This design comes from an exercise in tuning for small area on the open sky130 flow, not from production work.
Only simulation tests tie the RTL to the original design; equivalence was not proved.
No activity file was given, so power comes from the tool's default toggle rates.

Setup of the reference run:
Design rv32i_alu, start of the top module:
module rv32i_alu (
    input  logic                        i_clk,
    input  logic                        i_rst_n,
    input  logic [14-1:0]       i_alu,
    input  logic [4:0]                  i_rs1_addr,
    input  logic [31:0]                 i_rs1,
    input  logic [31:0]                 i_rs2,
    input  logic [31:0]                 i_imm,
    input  logic [2:0]                  i_funct3,
    input  logic [11-1:0]    i_opcode,
    input  logic [4-1:0] i_exception,
    input  logic [31:0]                 i_pc,
    input  logic [4:0]                  i_rd_addr,
    input  logic                        i_ce,
    input  logic                        i_stall,
    input  logic                        i_force_stall,
    input  logic                        i_flush,
    output logic [4:0]                  o_rs1_addr,
    output logic [31:0]                 o_rs1,
    output logic [31:0]                 o_rs2,
    output logic [11:0]                 o_imm,
    output logic [2:0]                  o_funct3,
    output logic [11-1:0]    o_opcode,
    output logic [4-1:0] o_exception,
    output logic [31:0]                 o_y,
    output logic [31:0]                 o_pc,
    output logic [31:0]                 o_next_pc,
    output logic                        o_change_pc,
    output logic                        o_wr_rd,
    output logic [4:0]                  o_rd_addr,
    output logic [31:0]                 o_rd,
    output logic                        o_rd_valid,
    output logic                        o_stall_from_alu,
    output logic                        o_ce,
    output logic                        o_stall,
    output logic                        o_flush
);
    logic op_rtype, op_itype, op_load, op_store, op_branch, op_jal, op_jalr;
    logic op_lui, op_auipc, op_system, op_fence;
    assign op_rtype  = i_opcode[0];
    assign op_itype  = i_opcode[1];
    assign op_load   = i_opcode[2];
    assign op_store  = i_opcode[3];
    assign op_branch = i_opcode[4];
    assign op_jal    = i_opcode[5];
    assign op_jalr   = i_opcode[6];
    assign op_lui    = i_opcode[7];
    assign op_auipc  = i_opcode[8];
    assign op_system = i_opcode[9];
    assign op_fence  = i_opcode[10];
    logic [31:0] a, b;
  ...
Size: roughly 1600 cells after synthesis, roughly 200 flip-flops, roughly 420 I/O pins.
==> flow/config.mk <==
export PLATFORM = sky130hd
export DESIGN_NAME = rv32i_alu
export DESIGN_NICKNAME = rv32i_alu
export VERILOG_FILES = /design/flow/design.v
export SDC_FILE = /design/flow/constraint.sdc
export NUM_CORES = 4
export LEC_CHECK = 0
export CAP_MARGIN = 20
export CORE_MARGIN = 2
export CORE_UTILIZATION = 40
export SLEW_MARGIN = 20
==> flow/constraint.sdc <==
create_clock -name core_clock -period 9.0 [get_ports {i_clk}]
set_input_delay 1.8000 -clock core_clock [delete_from_list [all_inputs] [get_ports {i_clk}]]
set_output_delay 1.8000 -clock core_clock [all_outputs]
set_load 0.01 [all_outputs]
standard.sh (not shown) runs the stock make flow with config.mk's settings and CLKGATE_MAP_FILE= SYNTH_SCRIPT=/design/flow/synth_recipe.tcl, a recipe that flattens the netlist after the stock synthesis.
==> flow/flow/run.sh <==
#!/bin/bash
# The standard layout (the standard.sh: standard synthesis, ORFS from floorplan to finish),
# with one change: the buffer that global placement puts on every input and output port is
# sky130_fd_sc_hd__buf_1 instead of the one OpenROAD picks by default.
set -euo pipefail
cd "$(dirname "$0")/.."
bash standard.sh "BUFFER_PORTS_ARGS=-buffer_cell sky130_fd_sc_hd__buf_1" finish > flow_make.log 2>&1
Here is what was changed in the inputs of the trial run compared with the reference run.
==> flow/run.sh (new file) <==
#!/bin/bash
# synth_recipe.tcl (not shown) runs the flow's synth.tcl, then flattens the netlist and writes it again
# the make line also repeats each setting of config.mk as NAME=value (left out here)
make -C /OpenROAD-flow-scripts/flow DESIGN_CONFIG=/design/flow/config.mk WORK_HOME=/design/flow/orfs CLKGATE_MAP_FILE= SYNTH_SCRIPT=/design/flow/synth_recipe.tcl finish
removed: flow/flow/run.sh
removed: flow/standard.sh
==> notes.md <==
The trial run | stages: all done | timing, DRC, antenna: all pass. The trial run vs. the reference run: worst slack at placement decreased by 0.81 ns relative to the old numbers; met2 usage increased by 2.0 points relative to the old numbers; routed length per placed instance closely matched the old numbers; logic depth of the worst path, buffers included closely matched the old numbers; met3 track demand over resource increased by 0.58 points relative to the old numbers. Compared with the reference run, in the trial run transition at the pin with the smallest max-transition slack grew by 0.19 ns; clock network power share shrank by 0.5 points; wire length grew by about 3%; total power draw grew by 0.23 mW. The trial run — signed area change from the synthesized netlist to the final layout 20 points higher, the reference run as reference.


Setup of exp/sierra:
Another version of the RTL of rv32i_alu (not shown whole).
For scale: ~1600 cells after synthesis, about 200 flip-flops, roughly 420 I/O pins, roughly 0.013 sq mm of cells after synthesis.
==> flow/config.mk <==
export PLATFORM = sky130hd
export DESIGN_NAME = rv32i_alu
export DESIGN_NICKNAME = rv32i_alu
export VERILOG_FILES = /design/flow/design.v
export SDC_FILE = /design/flow/constraint.sdc
export NUM_CORES = 4
export LEC_CHECK = 0
export ABC_AREA = 1
export CAP_MARGIN = 20
export CORE_MARGIN = 2
export CORE_UTILIZATION = 40
export CTS_BUF_LIST = sky130_fd_sc_hd__clkbuf_8
export SLEW_MARGIN = 20
==> flow/constraint.sdc <==
create_clock -name core_clock -period 9.0 [get_ports {i_clk}]
set_input_delay 1.8000 -clock core_clock [delete_from_list [all_inputs] [get_ports {i_clk}]]
set_output_delay 1.8000 -clock core_clock [all_outputs]
set_load 0.01 [all_outputs]
==> flow/flow/run.sh <==
#!/bin/bash
# The standard layout (standard.sh), with two changes:
#  - synthesis runs flow/synth.tcl: the standard synthesis script without extract_fa and with an
#    area-oriented ABC script;
#  - the buffer that global placement puts on every input and output port is
#    sky130_fd_sc_hd__buf_1 instead of the one OpenROAD picks by default.
# The make output goes to flow_make.log; each ORFS step logs to orfs/logs/.
set -euo pipefail
cd "$(dirname "$0")/.."
bash standard.sh "SYNTH_SCRIPT=$PWD/flow/synth.tcl" \
  "BUFFER_PORTS_ARGS=-buffer_cell sky130_fd_sc_hd__buf_1" finish > flow_make.log 2>&1
==> flow/flow/area.abc <==
strash
dch -f
amap
topo
stime -c
buffer -c
dnsize -c
==> flow/flow/synth.tcl <==
# The standard synthesis script (synth_recipe.tcl in the work folder), with two changes to the
# mapping of the logic: Yosys's extract_fa pass is skipped, so ABC maps the adders together with
# the rest of the logic, and the ABC pass uses flow/area.abc, an area-oriented script, instead of
# ORFS's own. Flip-flops are mapped before ABC runs and extract_fa never touches them, so the
# registers (names, count and cell types) are those of the standard synthesis.
set my_flow_dir [file dirname [file normalize [info script]]]
proc extract_fa {args} { puts "extract_fa skipped by flow/synth.tcl" }
proc abc {args} {
  set i [lsearch -exact $args -script]
  if {$i >= 0} { lset args [expr {$i + 1}] [file join $::my_flow_dir area.abc] }
  yosys abc {*}$args
}
source [file join [file dirname $my_flow_dir] synth_recipe.tcl]
--- input diff exp/sierra..exp/yarrow ---
diff --git a/flow/flow/run.sh b/flow/flow/run.sh
--- a/flow/flow/run.sh
+++ b/flow/flow/run.sh
@@ -2,4 +2,3 @@
 # The standard layout (standard.sh), with two changes:
-#  - synthesis runs flow/synth.tcl: the standard synthesis script without extract_fa and with an
-#    area-oriented ABC script;
+#  - synthesis runs flow/synth.tcl: the standard synthesis script with an area-oriented ABC script;
 #  - the buffer that global placement puts on every input and output port is
==> flow/flow/area.abc <==
strash
dch -f
amap
topo
stime -c
buffer -c
upsize -c
dnsize -c
==> flow/flow/synth.tcl <==
# The standard synthesis script (synth_recipe.tcl in the work folder), with one change: the
# ABC pass maps the logic with flow/area.abc, an area-oriented script, instead of ORFS's own.
# Flip-flops are mapped before ABC runs, so the registers are those of the standard synthesis.
set my_flow_dir [file dirname [file normalize [info script]]]
proc abc {args} {
  set i [lsearch -exact $args -script]
  if {$i >= 0} { lset args [expr {$i + 1}] [file join $::my_flow_dir area.abc] }
  yosys abc {*}$args
}
source [file join [file dirname $my_flow_dir] synth_recipe.tcl]
==> comparison <==
exp/yarrow ends up with a proportion of cell area occupied by registers that is 1.7 points lower than in exp/sierra.
exp/yarrow against exp/sierra; top achievable clock speed is down slightly.
Looking at exp/sierra and exp/yarrow, the latest clock arrival within the worst-skew pair is a wash.
In exp/yarrow, the critical path depth came out about 3.6% above the value in exp/sierra.
Total power: exp/yarrow above exp/sierra
There was hardly any difference in total of endpoints with negative setup slack in the final report between exp/sierra and exp/yarrow.
Of exp/sierra and exp/yarrow, exp/yarrow shows the lower synthesized cell count, with exp/sierra above it.
Delta(first-pass GRT wire length, exp/yarrow - exp/sierra) < 0
Core utilization of the finished layout, exp/sierra and exp/yarrow: lower on exp/sierra
> inputs changed (exp/yarrow -> exp/pepper)
- CTS_BUF_LIST no longer set, was sky130_fd_sc_hd__clkbuf_8
- CTS_CLUSTER_SIZE now 25, previously not set
- CTS_CLUSTER_DIAMETER now 150, previously not set
==> flow/flow/area.abc <==
strash
dch
amap
topo
stime -c
buffer -c
upsize -c
dnsize -c
Notes after the runs:
Having completed the whole flow, exp/pepper delivered a layout that passed the timing, DRC and antenna checks.
Stage delay of the slowest cell on the critical path is lower on exp/yarrow
Layout multi-input combinational cell count | exp/pepper above exp/yarrow
The part of the total power dissipated in combinational logic of exp/pepper falls short of that of exp/yarrow by 2.6 points.
Taking exp/yarrow as the reference point, the chip width of exp/pepper rises by about 0.4%.
Of exp/yarrow and exp/pepper, exp/yarrow shows the lower met3 track utilization from global routing, with exp/pepper above it.
Diff exp/yarrow -> exp/pepper | wire length of the first global-routing pass | increase of 6.6%
Taking exp/yarrow as the reference point, the shortest clock period the worst path allows after layout of exp/pepper rises by 0.057 ns.
Of exp/yarrow and exp/pepper, the higher die area belongs to exp/pepper.
exp/pepper vs. exp/yarrow: post-route worst setup slack dropped 0.057 ns, power attributed to sequential cells barely changed.
For the share of final layout cell area taken by non-clock buffers, exp/pepper came in 0.88 points lower than exp/yarrow did.
Setup changes, exp/pepper to exp/quartz
- CTS_CLUSTER_DIAMETER: 150 -> unset
- CTS_BUF_LIST: unset -> sky130_fd_sc_hd__clkbuf_8
- CTS_CLUSTER_SIZE: 25 -> unset
diff --git a/flow/flow/run.sh b/flow/flow/run.sh
--- a/flow/flow/run.sh
+++ b/flow/flow/run.sh
@@ -2,3 +2,4 @@
 # The standard layout (standard.sh), with two changes:
-#  - synthesis runs flow/synth.tcl: the standard synthesis script with an area-oriented ABC script;
+#  - synthesis runs flow/synth.tcl: the standard synthesis script without extract_fa and with an
+#    area-oriented ABC script;
 #  - the buffer that global placement puts on every input and output port is
==> flow/flow/synth.tcl <==
# The standard synthesis script (synth_recipe.tcl in the work folder), with two changes to the
# mapping of the logic: Yosys's extract_fa pass is skipped, so ABC maps the adders together with
# the rest of the logic, and the ABC pass uses flow/area.abc, an area-oriented script, instead of
# ORFS's own. Flip-flops are mapped before ABC runs and extract_fa never touches them, so the
# registers (names, count and cell types) are those of the standard synthesis.
set my_flow_dir [file dirname [file normalize [info script]]]
proc extract_fa {args} { puts "extract_fa skipped by flow/synth.tcl" }
proc abc {args} {
  set i [lsearch -exact $args -script]
  if {$i >= 0} { lset args [expr {$i + 1}] [file join $::my_flow_dir area.abc] }
  yosys abc {*}$args
}
source [file join [file dirname $my_flow_dir] synth_recipe.tcl]
Compared with exp/pepper, exp/quartz shows a higher critical path depth. Power consumption for exp/quartz: 13% down relative to exp/pepper. Power drawn by the combinational cells delta for exp/quartz relative to exp/pepper: about 10% lower.

==> re-timing with driven ports <==
In the flow no input, the clock included, has a driving cell. The finished layouts below were timed again as built, in two steps.
Step 1 (the two cells are an assumption about what drives the block):
set clk [get_ports {i_clk}]
set_driving_cell -lib_cell sky130_fd_sc_hd__clkbuf_16 $clk
set_driving_cell -lib_cell sky130_fd_sc_hd__buf_2 [delete_from_list [all_inputs] $clk]
Step 2 also shifts input and output timing later by t, the mid clock arrival at the registers, as if the neighbouring blocks saw the same clock.
Three values: ideal, step 1, step 2; two values: the first two.
run	t, ns	slack for setup (ns)	worst register clock-pin slew, ns
the reference run	0.607	0.250 / 0.198 / 0.198	0.07 / 0.07
the trial run	0.607	0.188 / 0.162 / 0.162	0.07 / 0.07
exp/sierra	0.555	0.391 / 0.368 / 0.368	0.11 / 0.11
exp/yarrow	0.553	0.232 / 0.186 / 0.186	0.11 / 0.11
exp/pepper	0.506	0.174 / 0.137 / 0.137	0.08 / 0.08
exp/quartz	0.549	0.392 / 0.349 / 0.349	0.11 / 0.11
After both steps setup and hold are still met in every run listed. The setup slack of the reference run, which loses most, moves by -0.052 ns with the drivers and by -0.052 ns with both steps.
